From an optimization exercise on the open Yosys and OpenROAD flow, aimed at small area; shortcuts taken in it are not production practice.
Function was checked by simulation only, so behaviour that the tests miss may differ from the original.
Power is estimated from default activity; no workload was simulated.

**design/flow/design.v**
```verilog
module VGA_controller(CLK, RST, xpos, ypos, H_sync_out, V_sync_out, ADDR);
	function ge10(input [9:0] v, input [9:0] c);
		integer i;
		reg r;
		begin
			r = 1'b1;
			for (i = 0; i < 10; i = i + 1)
				r = c[i] ? (v[i] & r) : (v[i] | r);
			ge10 = r;
		end
	endfunction
	input CLK, RST;
	output reg [9:0] xpos;
	output reg [9:0] ypos;
	output H_sync_out, V_sync_out;
	output [17:0] ADDR;
	reg [14:0] hi;
	assign ADDR = {hi, ~xpos[2], xpos[1:0]};
	wire x_end = xpos[9] & xpos[8] & (&xpos[4:0]);    
	wire y_end = ypos[9] & (&ypos[3:0]);              
	wire lo_wrap = ~xpos[2] & xpos[1] & xpos[0];      
	wire [14:0] k = {{9{x_end}}, 1'b0, x_end, 2'b00, x_end, x_end | lo_wrap};
	wire [14:0] hi_sum;
	wire [15:0] cy;
	assign cy[0] = 1'b0;
	genvar i;
	generate for (i = 0; i < 15; i = i + 1) begin : add
		assign hi_sum[i] = hi[i] ^ k[i] ^ cy[i];
		assign cy[i+1] = (hi[i] & k[i]) | (cy[i] & (hi[i] ^ k[i]));
	end endgenerate
	wire [9:0] y_tog;
	assign y_tog[0] = x_end;
	generate for (i = 1; i < 10; i = i + 1) begin : ytog
		assign y_tog[i] = y_tog[i-1] & ypos[i-1];
	end endgenerate
	always @(posedge CLK)
		if (RST | (x_end & y_end)) begin
			xpos <= 0;
			ypos <= 0;
			hi <= 15'd31655;                           
		end else begin
			hi <= hi_sum;
			ypos <= ypos ^ y_tog;
			if (x_end)
				xpos <= 0;
			else
				xpos <= xpos + 1'b1;
		end
	assign H_sync_out = ~(ge10(xpos, 10'd660) & ~ge10(xpos, 10'd755));
	assign V_sync_out = ~(ypos[9:1] == 9'd247);       
endmodule
module VBUFF_controller(xpos, ypos, P1_xpos, P1_ypos, P2_xpos, P2_ypos, VRAM_in, LOSS_flag, COLOR_OUT);
	function ge10(input [9:0] v, input [9:0] c);
		integer i;
		reg r;
		begin
			r = 1'b1;
			for (i = 0; i < 10; i = i + 1)
				r = c[i] ? (v[i] & r) : (v[i] | r);
			ge10 = r;
		end
	endfunction
	input [9:0] xpos, ypos;
	input [9:0] P1_xpos, P2_xpos;
	input [8:0] P1_ypos, P2_ypos;
	input VRAM_in;
	output LOSS_flag;
	output [7:0] COLOR_OUT;
	wire data_on = ~(xpos[9] & (xpos[8] | xpos[7])) & ~(ypos[9] | (&ypos[8:5]));
	wire outline = ~ge10(xpos, 10'd100) | ge10(xpos, 10'd540) | ~ge10(ypos, 10'd20) | ge10(ypos, 10'd460);
	function wall(input [9:0] x, input [8:0] y);
		wall = (~x[0] & ~x[1] & ~x[3] & ~x[4] & x[5] & ~x[7] & ~x[8]) |    
		       (x[2] & x[3] & x[4] & x[9]) |                              
		       (~y[0] & ~y[1] & ~y[3] & ~y[5] & ~y[6] & ~y[7] & ~y[8]) |   
		       (y[2] & y[3] & y[6] & y[7] & y[8]);                         
	endfunction
	wire wall1 = wall(P1_xpos, P1_ypos);
	wire wall2 = wall(P2_xpos, P2_ypos);
	wire x_p1 = (xpos == P1_xpos);
	wire x_p2 = (xpos == P2_xpos);
	wire trail1 = x_p1 & (xpos == {1'b0, P1_ypos}) & VRAM_in;
	wire trail2 = x_p2 & (xpos == {1'b0, P2_ypos}) & VRAM_in;
	wire meet = (P1_xpos == P2_xpos) & (P1_ypos == P2_ypos);
	wire p1_lost = wall1 | trail1;
	assign LOSS_flag = p1_lost | wall2 | trail2 | meet;
	wire p1_here = x_p1 & (ypos == {1'b0, P1_ypos});
	wire p2_here = x_p2 & (ypos == {1'b0, P2_ypos});
	wire text;
	LOSS_TEXT ltext(.xpos(xpos), .ypos(ypos), .p1_lost(p1_lost), .text(text));
	wire field = ~LOSS_flag & ~outline;
	wire red   = LOSS_flag ? text : (field & ~p1_here & p2_here);
	wire green = field & p1_here;
	wire blue1 = field & ~p1_here & ~p2_here & VRAM_in;
	wire blue0 = ~LOSS_flag & outline;
	assign COLOR_OUT = {red, red, red, green, green, green, blue1, blue0} & {8{data_on}};
endmodule
module LOSS_TEXT(xpos, ypos, p1_lost, text);
	function ge10(input [9:0] v, input [9:0] c);
		integer i;
		reg r;
		begin
			r = 1'b1;
			for (i = 0; i < 10; i = i + 1)
				r = c[i] ? (v[i] & r) : (v[i] | r);
			ge10 = r;
		end
	endfunction
	input [9:0] xpos, ypos;
	input p1_lost;
	output text;
	wire xa = ge10(xpos, 10'd223) & ~ge10(xpos, 10'd261);
	wire xb = ge10(xpos, 10'd261) & ~ge10(xpos, 10'd298);
	wire xc = ge10(xpos, 10'd298) & ~ge10(xpos, 10'd335);
	wire xd = ge10(xpos, 10'd372) & ~ge10(xpos, 10'd489);
	wire y0 = ge10(ypos, 10'd28) & ~ge10(ypos, 10'd66);
	wire y1 = ge10(ypos, 10'd66) & ~ge10(ypos, 10'd103);
	wire y2 = ge10(ypos, 10'd103) & ~ge10(ypos, 10'd140);
	wire y3 = ge10(ypos, 10'd140) & ~ge10(ypos, 10'd214);
	wire p_common = (y0 & (xa | xb | xc | xd)) | (y1 & (xa | xc)) | (y2 & (xa | xb | xc)) | (y3 & xa);
	wire p2_extra = y3 & xd;                        
	wire p1_extra = (y1 | y2 | y3) & xd;            
	wire w0 = ge10(ypos, 10'd286) & ~ge10(ypos, 10'd324);
	wire w1 = ge10(ypos, 10'd324) & ~ge10(ypos, 10'd361);
	wire w2 = ge10(ypos, 10'd361) & ~ge10(ypos, 10'd398);
	wire w3 = ge10(ypos, 10'd398) & ~ge10(ypos, 10'd435);
	wire w4 = ge10(ypos, 10'd435) & ~ge10(ypos, 10'd472);
	wire c1 = ge10(xpos, 10'd52) & ~ge10(xpos, 10'd89);
	wire c2 = ge10(xpos, 10'd89) & ~ge10(xpos, 10'd126);
	wire c3 = ge10(xpos, 10'd126) & ~ge10(xpos, 10'd163);
	wire c4 = ge10(xpos, 10'd163) & ~ge10(xpos, 10'd200);
	wire c5 = ge10(xpos, 10'd200) & ~ge10(xpos, 10'd237);
	wire c6 = ge10(xpos, 10'd274) & ~ge10(xpos, 10'd311);
	wire c7 = ge10(xpos, 10'd348) & ~ge10(xpos, 10'd385);
	wire c8 = ge10(xpos, 10'd385) & ~ge10(xpos, 10'd422);
	wire c9 = ge10(xpos, 10'd422) & ~ge10(xpos, 10'd459);
	wire c10 = ge10(xpos, 10'd496) & ~ge10(xpos, 10'd533);
	wire c11 = ge10(xpos, 10'd533) & ~ge10(xpos, 10'd570);
	wire c12 = ge10(xpos, 10'd570) & ~ge10(xpos, 10'd607);
	wire wcol = c1 | c3 | c5 | c6 | c7 | c9;
	wire wins = (w0 & (wcol | c8 | c10 | c11 | c12)) |
	            (w1 & (wcol | c10)) |
	            (w2 & (wcol | c10 | c11 | c12)) |
	            (w3 & (wcol | c2 | c4 | c12)) |
	            (w4 & (wcol | c2 | c4 | c10 | c11 | c12));
	assign text = p_common | wins | (p1_lost ? p2_extra : p1_extra);
endmodule
module PLAYERS(CLK, RST, LOSS_flag, P1_left, P1_right, P2_left, P2_right,
	P1_xpos, P1_ypos, P2_xpos, P2_ypos, WEB, ADDR_B);
	input CLK, RST, LOSS_flag;
	input P1_left, P1_right, P2_left, P2_right;
	output [9:0] P1_xpos, P2_xpos;
	output [8:0] P1_ypos, P2_ypos;               
	output WEB;
	output [17:0] ADDR_B;
	reg [1:0] phase;
	reg [13:0] sub;
	wire sub_end = (sub == 14'b01011110001010);   
	wire sub_zero = (sub == 14'd0);
	wire [13:0] sub_next = {sub[12:0], ~(sub[13] ^ sub[12] ^ sub[11] ^ sub[1])};
	wire tick = ~LOSS_flag;
	wire move = tick & sub_end & (&phase);
	always @(posedge CLK)
		if (RST) begin
			phase <= 0;
			sub <= 0;
		end else if (tick) begin
			if (sub_end) begin
				sub <= 0;
				phase <= phase + 1'b1;
			end else
				sub <= sub_next;
		end
	assign WEB = phase[1] | (~phase[0] & ~sub_zero);
	wire d1l, d1r, d2l, d2r;
	DEBOUNCE P1L(CLK, RST, P1_left, d1l);
	DEBOUNCE P1R(CLK, RST, P1_right, d1r);
	DEBOUNCE P2L(CLK, RST, P2_left, d2l);
	DEBOUNCE P2R(CLK, RST, P2_right, d2r);
	reg [1:0] P1_dir, P2_dir;
	wire [1:0] P1_dir_r = RST ? 2'd1 : P1_dir;
	wire [1:0] P2_dir_r = RST ? 2'd3 : P2_dir;
	always @(posedge CLK) begin
		P1_dir <= d1l ? P1_dir_r - 1'b1 : d1r ? P1_dir_r + 1'b1 : P1_dir_r;
		P2_dir <= d2l ? P2_dir_r - 1'b1 : d2r ? P2_dir_r + 1'b1 : P2_dir_r;
	end
	reg [9:0] P1_xold, P2_xold;
	reg [8:0] P1_yold, P2_yold;
	reg [1:0] P1_last, P2_last;
	reg fresh;                                   
	STEP #(10) s1x(P1_xold, P1_last[0], P1_last[1], P1_xpos);
	STEP #(9)  s1y(P1_yold, ~P1_last[0], ~P1_last[1], P1_ypos);
	STEP #(10) s2x(P2_xold, P2_last[0], P2_last[1], P2_xpos);
	STEP #(9)  s2y(P2_yold, ~P2_last[0], ~P2_last[1], P2_ypos);
	always @(posedge CLK)
		if (RST) begin
			P1_xold <= 299;
			P1_yold <= 240;
			P1_last <= 2'd1;
			P2_xold <= 341;
			P2_yold <= 240;
			P2_last <= 2'd3;
			fresh <= 1;
		end else if (move) begin
			P1_xold <= P1_xpos;
			P1_yold <= P1_ypos;
			P1_last <= P1_dir;
			P2_xold <= P2_xpos;
			P2_yold <= P2_ypos;
			P2_last <= P2_dir;
			fresh <= 0;
		end
	wire s1 = ~fresh & ~phase[1];
	wire s2 = ~fresh & phase[1];
	wire [9:0] xs = (P1_xold & {10{s1}}) | (P2_xold & {10{s2}});
	wire [8:0] ys = (P1_yold & {9{s1}}) | (P2_yold & {9{s2}});
	ADDR440 ab(xs, ys, ADDR_B);
endmodule
module STEP(in, en, dn, out);
	parameter W = 10;
	input [W-1:0] in;
	input en, dn;
	output [W-1:0] out;
	wire [W-1:0] b = {{(W-1){en & dn}}, en};
	wire [W:0] cy;
	assign cy[0] = 1'b0;
	genvar i;
	generate for (i = 0; i < W; i = i + 1) begin : add
		assign out[i] = in[i] ^ b[i] ^ cy[i];
		assign cy[i+1] = (in[i] & b[i]) | (cy[i] & (in[i] ^ b[i]));
	end endgenerate
endmodule
module ADDR440(x, y, a);
	input [9:0] x;
	input [8:0] y;
	output [17:0] a;
	function [17:0] radd(input [17:0] p, input [17:0] q);
		integer i;
		reg c;
		reg [17:0] s;
		begin
			c = 1'b0;
			for (i = 0; i < 18; i = i + 1) begin
				s[i] = p[i] ^ q[i] ^ c;
				c = (p[i] & q[i]) | (c & (p[i] ^ q[i]));
			end
			radd = s;
		end
	endfunction
	wire [8:0] ny = ~y;
	wire [17:0] n9 = radd({9'd0, ny}, {6'd0, ny, 3'd0});           
	wire [17:0] u = radd({y, 9'd0}, {n9[14:0], 3'd0});             
	wire [17:0] t = radd({8'd0, x}, -18'd45692);
	assign a = radd(u, t);
endmodule
module DEBOUNCE(clk, rst, button, button_down);
	input clk, rst, button;
	output button_down;
	localparam [16:0] INV = 17'b10101010101010101;
	reg sync_0, sync_1, state;
	reg [16:0] r;
	wire [16:0] cnt = r ^ INV;
	always @(posedge clk) begin
		sync_0 <= rst | ~button;
		sync_1 <= rst | sync_0;
	end
	wire idle = (state == sync_1);
	wire ovf = (cnt == 17'b11111111100000001);
	always @(posedge clk)
		if (rst) begin
			r <= INV;
			state <= 1'b1;
		end else if (idle | ovf) begin
			r <= INV;
			if (~idle) state <= ~state;
		end else
			r <= {cnt[15:0], ~(cnt[16] ^ cnt[13])} ^ INV;
	assign button_down = ~state & ~idle & ovf;
endmodule
module TRON_game(CLK, P1_left, P1_right, P2_left, P2_right, H_sync_out, V_sync_out, COLOR_OUT, RST,
	VRAM_ADDR_A, VRAM_WE_A, VRAM_DOUT_A, VRAM_ADDR_B, VRAM_WE_B);
	input CLK, RST;
	input P1_left, P1_right, P2_left, P2_right;
	output H_sync_out, V_sync_out;
	output [7:0] COLOR_OUT;
	output [17:0] VRAM_ADDR_A;
	output VRAM_WE_A;
	input VRAM_DOUT_A;
	output [17:0] VRAM_ADDR_B;
	output VRAM_WE_B;
	wire [9:0] xpos, ypos;
	wire [9:0] P1_xpos, P2_xpos;
	wire [8:0] P1_ypos, P2_ypos;
	wire LOSS_flag;
	wire douta = VRAM_DOUT_A & ~RST;
	assign VRAM_WE_A = RST;
	VGA_controller display(.CLK(CLK), .RST(RST), .xpos(xpos), .ypos(ypos),
		.H_sync_out(H_sync_out), .V_sync_out(V_sync_out), .ADDR(VRAM_ADDR_A));
	VBUFF_controller vmem(.xpos(xpos), .ypos(ypos), .P1_xpos(P1_xpos), .P1_ypos(P1_ypos),
		.P2_xpos(P2_xpos), .P2_ypos(P2_ypos), .VRAM_in(douta), .LOSS_flag(LOSS_flag), .COLOR_OUT(COLOR_OUT));
	PLAYERS controls(.CLK(CLK), .RST(RST), .LOSS_flag(LOSS_flag),
		.P1_left(P1_left), .P1_right(P1_right), .P2_left(P2_left), .P2_right(P2_right),
		.P1_xpos(P1_xpos), .P1_ypos(P1_ypos), .P2_xpos(P2_xpos), .P2_ypos(P2_ypos),
		.WEB(VRAM_WE_B), .ADDR_B(VRAM_ADDR_B));
endmodule
```
**design/flow/flow/run.sh**
```bash
#!/bin/bash
set -euo pipefail
export BUFFER_PORTS_ARGS="-buffer_cell sky130_fd_sc_hd__buf_1"
export CTS_ARGS="-sink_clustering_enable -repair_clock_nets -dont_use_dummy_load -buf_list sky130_fd_sc_hd__clkbuf_8 -sink_clustering_size 20 -sink_clustering_max_diameter 60"
bash standard.sh > standard_flow.log 2>&1
```
**design/flow/standard.sh**
```bash
#!/bin/bash
# synth_recipe.tcl (not shown) runs the flow's synth.tcl, then flattens the netlist and writes it again
# the make line also repeats each setting of config.mk as NAME=value (left out here)
make -C /OpenROAD-flow-scripts/flow DESIGN_CONFIG=/design/flow/config.mk WORK_HOME=/design/flow/orfs CLKGATE_MAP_FILE= SYNTH_SCRIPT=/design/flow/synth_recipe.tcl "${@:-finish}"
```
**design/flow/config.mk**
```make
export PLATFORM = sky130hd
export DESIGN_NAME = TRON_game
export DESIGN_NICKNAME = TRON_game
export VERILOG_FILES = /design/flow/design.v
export SDC_FILE = /design/flow/constraint.sdc
export NUM_CORES = 4
export LEC_CHECK = 0
export CAP_MARGIN = 20
export CORE_MARGIN = 2
export CORE_UTILIZATION = 70
export CTS_BUF_LIST = sky130_fd_sc_hd__clkbuf_8
export CTS_CLUSTER_DIAMETER = 60
export CTS_CLUSTER_SIZE = 20
export PLACE_DENSITY = 0.85
export SLEW_MARGIN = 20
```
**design/flow/constraint.sdc**
```tcl
create_clock -name core_clock -period 40.0 [get_ports {CLK}]
set_input_delay 8.0000 -clock core_clock [delete_from_list [all_inputs] [get_ports {CLK}]]
set_output_delay 8.0000 -clock core_clock [all_outputs]
set_load 0.01 [all_outputs]
```
==> results.toml, run 1 <==
[global_route]
grt_pass1_wl_mm = 38.5
grt_overflow_total = 0
antenna_found_initial = 0
grt_max_degree = 73
grt_pass1_vias = 7970
grt_usage_pct = 29.4

[sta]
slew_headroom_pct = 33.5
tns_ns = 0
whs_ns = 0.375
hold_viol = 0
fmax_mhz = 55.1
tightest_slew_ns = 0.996
setup_viol = 0
drv_slew = 0
period_share_pct = 45.3
min_period_ns = 18.14
rsz0062_at_grt = "no"
timing.final.ws_setup_ns = 21.86
fin_worst_skew_ns = 0.0272

[routing]
routedWlPerCell_um = 17.0
vias = 8339
wl_mm = 23.1
final_antenna_net_count = 0
avgViaCountPerCell = 6.15
dr.pass1.iters = 5
drc_errors = 0
drt_iter0_markers = 661

[synthesis]
ys.flop_type = "dfxtp_1"
syn_area_um2 = 10700
yosysSeqAreaShare_pct = 33.3
syn-mean-instance-area_um2 = 9.06
synth_warnings = 6
yosysMostFrequentCell = "dfxtp_1"
synthTopCellsByArea = "dfxtp_1 33%, fa_1 11%, ha_1 5.5%, xnor2_1 4.9%, mux2i_1 3.6%"
synth_top_area_share_pct = 33.3
synth_nets = 1297
syn-instance-count = 1183
synthArstFlopShare_pct = 0
synth_common_cells = "178 x dfxtp_1, 95 x inv_1, 95 x nor2_1, 91 x nand2_1, 61 x clkbuf_1"
synth-edff-count = 0
synth_area_leader_cell = "dfxtp_1"
synth.ff_latch_count = 178
ys_types = 72

[worst_hold_path]
hold_path.class = "reg -> reg"
hold-path-cell-count = 1

[critical_path]
path_class = "in -> out"
r2r_slack_ns = 32.65
worstPathMaxFanout = 38
cp.required_ns = 32.00
start_kind = "input pin"
r2r_cells = 19
end_kind = "primary output"
critical_path_arrival_ns = 10.14

[cells_and_area]
utilization_pct = 73.0
final_cells = 1355
final_nets = 1283
layout-drive-gt1-share_pct = 4.71
syn2layout_area_growth_pct = 2.79
fin_area_um2 = 11000
antenna_cells = 0

[clocking]
cts_sinks = 178
clock_latency_ns = 0.46
postCtsSetupBuffers = 0
ctsHoldBuffers = 0
cts_tree = "yes"
cts-htree-levels = 4
clk_pin_slew_ns = 0.10
cts_made_buffers = 17
clockBufferDepth = 2
cts-resized-gates = 0
cts_root_buffer = "clkbuf_8"

[die]
die_w_um = 128
dieArea_um2 = 16300
die_y_um = 128
start_util_pct = 71.0
rows = 45
core-area_um2 = 15100
ios = 55

[power]
switching_share_pct = 22.0
power.share.clock_pct = 32.6
total_power_mw = 0.281
p_comb_share_pct = 3.3
power_density_nw_per_um2 = 25.5
p_leak_nw = 4.08
seq_power_share_pct = 64.1
p_int_mw = 0.219
power_switching_mw = 0.0618
peakVddDrop_v = 0.0000288

[placement]
port_buffers = 54
dp_slack_ns = 21.88
gp_congestion = 0.961
dp_cells = 1338
place_area_um2 = 10800
hpwlAfterDp_mm = 16.8

[job]
maxCapViolCount = 0

[run_status]
status = "finished clean"
final cells by class:
cell class                      count  area [um^2]
Multi-Input combinational cell    813         6350
Fill cell                        1137         4080
Sequential cell                   178         3560
Inverter                           97          364
Timing Repair Buffer               62          264
Tap cell                          188          235
Clock buffer                       17          234
final timing paths:
kind | endpoint | startpoint
setup / recovery | COLOR_OUT[5] | RST
hold / removal | controls.P2L.r[6]$_SDFF_PP1_ | controls.P2L.r[5]$_SDFF_PP0_
setup reg to reg | controls.P1_xold[9]$_SDFFE_PP0P_ | controls.P2_last[0]$_SDFFE_PP1P_
hold reg to reg | controls.P2L.r[6]$_SDFF_PP1_ | controls.P2L.r[5]$_SDFF_PP0_
critical path, stage by stage:
cell and delay, ns:
buf_2 0.17, inv_1 0.09, and3_1 0.18, nand2_1 0.06
nor4_1 0.49, a21oi_2 0.10, buf_4 0.27, nand2_1 0.23
mux2i_1 0.35, buf_1 0.19
per-layer routing:
metal,track usage [%],up-vias,wire length (um)
met3,4.84,49,1710
met5,0,-,0
met2,47.9,385,10900
met1,39.7,3919,9940
met4,11.2,0,511
li1,-,3986,-
logic make-up (layout without fill, tap and decap cells):
group	Yosys count	in the layout	synth area share [%]
and+or+nand+nor	399	399	19.0
buffers and inverters	192	176	7.48
DFF	178	178	33.3
AOI/OAI and AO/OA	161	161	10.9
adders and majority gates	107	107	16.7
xor gates and xnor gates	104	104	8.70
muxes	42	42	3.96
placed cells by master, fill, tap and decap left out, types with 4 or more instances in the layout:
master    netlist  layout
nand2b_1       14      14
a211oi_2        9       9
nand2_1        91      91
o21ai_0        23      23
a31oi_1        13      13
buf_4           8       8
a211o_1         4       4
nor2b_1         9       9
fa_1           60      60
inv_1          95      95
nor4_1         23      23
and3_1          4       4
or4_1           4       4
o31ai_1         5       5
nand3b_1        8       8
a21o_1          4       4
nor2_1         95      95
mux2i_1        39      39
xnor2_1        60      60
nor3b_1         5       5
buf_1          10      53
dfxtp_1       178     178
nand3_1        29      29
o22ai_1         7       7
and2_1         22      22
a311oi_1       12      12
a41oi_1        10      10
nand4_1        26      26
clkbuf_8        0      17
nor3_1         33      33
o211ai_1        5       5
xor2_1         42      42
o21bai_1        4       4
a21oi_1        32      31
nor4b_1         9       9
a211oi_1        8       8
or2_2           7       7
ha_1           47      47
or3_1           8       8
power groups by stage:
| stage | combinational [mW] | clock [mW] | sequential (mW) |
|---|---|---|---|
| final | 0.00927 | 0.0915 | 0.180 |
| after global routing | 0.0103 | 0.101 | 0.180 |
| after CTS | 0.00920 | 0.0937 | 0.180 |
| after detailed placement | 0.00917 | 0 | 0.184 |
| after global placement | 0.00897 | 0 | 0.184 |
| after floorplan | 0.00797 | 0 | 0.183 |
registers in the layout (all words and copies together) (netlist names), 2 cells and up:
register          flops
display.hi           15
controls.P1_dir       2
controls.P2R.r       17
controls.P1_last      2
controls.sub         14
controls.P1_xold     10
display.xpos         10
controls.P1_yold      9
controls.P2_dir       2
controls.P1L.r       17
controls.P2_xold     10
controls.P2_last      2
display.ypos         10
controls.P1R.r       17
controls.phase        2
controls.P2L.r       17
controls.P2_yold      9
==> run 2, diff against run 1 <==
--- a/design/flow/design.v
+++ b/design/flow/design.v
@@ -185,25 +185,33 @@
 	end
-	reg [9:0] P1_xold, P2_xold;
-	reg [8:0] P1_yold, P2_yold;
+	reg [9:0] P1_x, P2_x;
+	reg [8:0] P1_y, P2_y;
 	reg [1:0] P1_last, P2_last;
 	reg fresh;                                   
-	STEP #(10) s1x(P1_xold, P1_last[0], P1_last[1], P1_xpos);
-	STEP #(9)  s1y(P1_yold, ~P1_last[0], ~P1_last[1], P1_ypos);
-	STEP #(10) s2x(P2_xold, P2_last[0], P2_last[1], P2_xpos);
-	STEP #(9)  s2y(P2_yold, ~P2_last[0], ~P2_last[1], P2_ypos);
+	assign P1_xpos = P1_x;
+	assign P1_ypos = P1_y;
+	assign P2_xpos = P2_x;
+	assign P2_ypos = P2_y;
+	wire [9:0] P1_xn, P2_xn;
+	wire [8:0] P1_yn, P2_yn;
+	STEP #(10) s1x(P1_x, move & P1_dir[0], P1_dir[1], P1_xn);
+	STEP #(9)  s1y(P1_y, move & ~P1_dir[0], ~P1_dir[1], P1_yn);
+	STEP #(10) s2x(P2_x, move & P2_dir[0], P2_dir[1], P2_xn);
+	STEP #(9)  s2y(P2_y, move & ~P2_dir[0], ~P2_dir[1], P2_yn);
 	always @(posedge CLK)
 		if (RST) begin
-			P1_xold <= 299;
-			P1_yold <= 240;
-			P1_last <= 2'd1;
-			P2_xold <= 341;
-			P2_yold <= 240;
-			P2_last <= 2'd3;
+			P1_x <= 300;
+			P1_y <= 240;
+			P2_x <= 340;
+			P2_y <= 240;
+		end else begin
+			P1_x <= P1_xn;
+			P1_y <= P1_yn;
+			P2_x <= P2_xn;
+			P2_y <= P2_yn;
+		end
+	always @(posedge CLK)
+		if (RST)
 			fresh <= 1;
-		end else if (move) begin
-			P1_xold <= P1_xpos;
-			P1_yold <= P1_ypos;
+		else if (move) begin
 			P1_last <= P1_dir;
-			P2_xold <= P2_xpos;
-			P2_yold <= P2_ypos;
 			P2_last <= P2_dir;
@@ -213,5 +221,6 @@
 	wire s2 = ~fresh & phase[1];
-	wire [9:0] xs = (P1_xold & {10{s1}}) | (P2_xold & {10{s2}});
-	wire [8:0] ys = (P1_yold & {9{s1}}) | (P2_yold & {9{s2}});
-	ADDR440 ab(xs, ys, ADDR_B);
+	wire [9:0] xs = (P1_x & {10{s1}}) | (P2_x & {10{s2}});
+	wire [8:0] ys = (P1_y & {9{s1}}) | (P2_y & {9{s2}});
+	wire [1:0] ls = phase[1] ? P2_last : P1_last;
+	ADDR440 ab(xs, ys, fresh, ls, ADDR_B);
 endmodule
@@ -231,6 +240,17 @@
 endmodule
-module ADDR440(x, y, a);
+module ADDR440(x, y, fresh, ls, a);
 	input [9:0] x;
 	input [8:0] y;
+	input fresh;
+	input [1:0] ls;
 	output [17:0] a;
+	reg [17:0] k;
+	always @(*)
+		if (fresh) k = -18'd45692;
+		else case (ls)
+			2'd0: k = -18'd45692 + 18'd440;
+			2'd1: k = -18'd45692 - 18'd1;
+			2'd2: k = -18'd45692 - 18'd440;
+			default: k = -18'd45692 + 18'd1;
+		endcase
 	function [17:0] radd(input [17:0] p, input [17:0] q);
@@ -251,3 +271,3 @@
 	wire [17:0] u = radd({y, 9'd0}, {n9[14:0], 3'd0});             
-	wire [17:0] t = radd({8'd0, x}, -18'd45692);
+	wire [17:0] t = radd({8'd0, x}, k);
 	assign a = radd(u, t);
==> results.toml, run 2 <==
[run_status]
status = "finished clean"

[die]
core-area_um2 = 14400
rows = 44
dieArea_um2 = 15600
ios = 55
die_y_um = 125
die_w_um = 125
start_util_pct = 71.1

[clocking]
cts-htree-levels = 4
cts_tree = "yes"
cts_sinks = 178
clockBufferDepth = 2
cts_root_buffer = "clkbuf_8"
clk_pin_slew_ns = 0.10
postCtsSetupBuffers = 0
clock_latency_ns = 0.47
ctsHoldBuffers = 0
cts_made_buffers = 17
cts-resized-gates = 0

[power]
peakVddDrop_v = 0.0000306
total_power_mw = 0.282
power_density_nw_per_um2 = 26.6
p_leak_nw = 3.98

[sta]
tightest_slew_ns = 0.960
setup_viol = 0
slew_headroom_pct = 35.5
fin_worst_skew_ns = 0.0348
fmax_mhz = 55.2
period_share_pct = 45.3
rsz0062_at_grt = "no"
min_period_ns = 18.13
tns_ns = 0
drv_slew = 0
hold_viol = 0

[critical_path]
path_common_cell = "buf_1"
worst_path_max_delay_cell = "or4_4"
worstPathMaxFanout = 31
critical_path_arrival_ns = 10.13
slowest_delay_ns = 0.76
path_class = "in -> out"
start_kind = "input pin"
end_kind = "primary output"
cp.required_ns = 32.00
crit_chain = "buf_1, nor3b_1, a41o_1, or4_4, nor4_2, buf_1"

[synthesis]
synth_top_area_share_pct = 34.0
syn-mean-instance-area_um2 = 9.35
syn-instance-count = 1097
synth_area_leader_cell = "dfxtp_1"
synthTopCellsByArea = "dfxtp_1 34%, fa_1 13%, ha_1 5.2%, xor2_1 4.4%, xnor2_1 4.0%"
ys.flop_type = "dfxtp_1"
synth.ff_latch_count = 178
syn_area_um2 = 10300
synth_nets = 1215
synth-edff-count = 4
synth_warnings = 6
ys_types = 63
yosysMostFrequentCell = "dfxtp_1"
synth_common_cells = "174 x dfxtp_1, 100 x nand2_1, 90 x nor2_1, 75 x inv_1, 68 x fa_1"
synthArstFlopShare_pct = 0
yosysSeqAreaShare_pct = 35.1

[job]
maxCapViolCount = 0

[worst_hold_path]
hold_path.class = "reg -> reg"

[routing]
wl_mm = 21.0
dr.pass1.iters = 8
drc_errors = 0
drt_iter0_markers = 826
vias = 7654
avgViaCountPerCell = 5.99
final_antenna_net_count = 0
routedWlPerCell_um = 16.4

[cells_and_area]
layout_commonest_cell = "dfxtp_1"
antenna_cells = 0
final_nets = 1214
mostFrequentLayoutCells = "174 x dfxtp_1, 100 x nand2_1, 90 x nor2_1"
syn2layout_area_growth_pct = 3.15
fill_cells = 1082
layout-drive-gt1-share_pct = 5.03

[global_route]
grt_usage_pct = 28.4
grt_overflow_total = 0
grt_pass1_wl_mm = 36.3
grt_max_degree = 78
grt_pass1_vias = 7509
antenna_found_initial = 0

[placement]
gp_congestion = 0.916
hpwlAfterDp_mm = 15.1
port_buffers = 54
run 2: changes by cell type in the layout (fill, tap and decap cells not counted), moves of 11 or more:
cell | previous run | this run
or2_2 | 7 | 21
xnor2_1 | 60 | 47
nand4_1 | 26 | 14
a311oi_1 | 12 | 1
inv_1 | 95 | 75
nor2b_1 | 9 | 23
mux2i_1 | 39 | 26
run 2: area by class of cell:
| cell class | instances | area, um^2 | share of cell area (%) |
|---|---|---|---|
| repair buffers | 58 | 234 | 2.21 |
| multi-input cells | 765 | 5990 | 56.6 |
| well taps | 184 | 230 | 2.18 |
| flip-flops and latches | 178 | 3600 | 34.1 |
| clock buffers | 17 | 234 | 2.21 |
| inverters | 76 | 285 | 2.70 |
run 2: critical path: cells and delay by family:
| family | cells | cell delay, ns |
|---|---|---|
| buf+inv | 2 | 0.31 |
| compound gates | 1 | 0.29 |
| simple gates | 3 | 1.52 |
run 2: logic make-up after synthesis:
kind of cell	Yosys count	synth area share, %
buffers and inverters	154	6.44
adders and majority gates	111	18.5
DFF	178	35.1
AOI/OAI and AO/OA	99	6.64
xor gates and xnor gates	99	8.46
muxes	29	2.87
and+or+nand+nor	427	21.9
run 2: power breakdown:
group / internal (mW) / switching, mW / total (mW)
Sequential: 0.179 / 0.00189 / 0.181
Combinational: 0.00317 / 0.00567 / 0.00884
Clock: 0.0375 / 0.0545 / 0.0920
Total: 0.220 / 0.0620 / 0.282
run 2: worst paths after layout:
kind | to | from | cells past startpoint | slack, ns
max reg2reg | controls.P1_x[9]$_SDFF_PP0_ | display.xpos[4]$_SDFF_PP0_ | 18 | 32.71
min reg2reg | controls.P1L.r[4]$_SDFF_PP1_ | controls.P1L.r[3]$_SDFF_PP0_ | 1 | 0.37
min | controls.P1L.r[4]$_SDFF_PP1_ | controls.P1L.r[3]$_SDFF_PP0_ | 1 | 0.37
max | COLOR_OUT[4] | VRAM_DOUT_A | 6 | 21.87
run 2: per-stage QoR:
| stage | setup slack (ns) | cells | util [%] | cell area, um^2 | hold slack (ns) |
|---|---|---|---|---|---|
| finish | 21.87 | 1278 | 73.3 | 10600 | 0.366 |
| global route | 21.76 | 1278 | 73.3 | 10600 | 0.379 |
| CTS | 21.89 | 1278 | 73.3 | 10600 | 0.366 |
| detailed placement | 21.90 | 1261 | 71.7 | 10300 | 0.361 |
| global placement | 21.92 | 1261 | 71.7 | 10300 | 0.354 |
| floorplan | 22.20 | 1097 | - | 10300 | 0.353 |
run 2: metal layers:
layer | global-route usage [%] | routed length (um)
met5 | 0 | 0
met4 | 9.35 | 469
met3 | 5.78 | 1340
met2 | 47.0 | 10100
met1 | 37.7 | 9100

==> what the ideal ports hide <==
The results above use ideal ports. As a check the final layouts listed here were re-extracted and re-timed, cells and wires unchanged.
Step 1 (the two cells are an assumption about what drives the block):
set clk [get_ports {CLK}]
set_driving_cell -lib_cell sky130_fd_sc_hd__clkbuf_16 $clk
set_driving_cell -lib_cell sky130_fd_sc_hd__buf_2 [delete_from_list [all_inputs] $clk]
Step 2 times the ports against the registers' clock, not the clock port: input delays grow and output delays shrink by t, the midpoint of the rising clock arrivals with the driver on.
a / b / c = ideal / step 1 / step 2; a / b = the first two.
run	shift t [ns]	setup slack, ns	worst data-port slew with drivers (ns)
run 1	0.482	21.861 / 21.843 / 21.843	0.03
run 2	0.490	21.871 / 21.851 / 21.851	0.03
After both steps setup and hold are still met in every run listed. The setup slack of run 2, which loses most, moves by -0.020 ns with the drivers and by -0.020 ns with both steps.
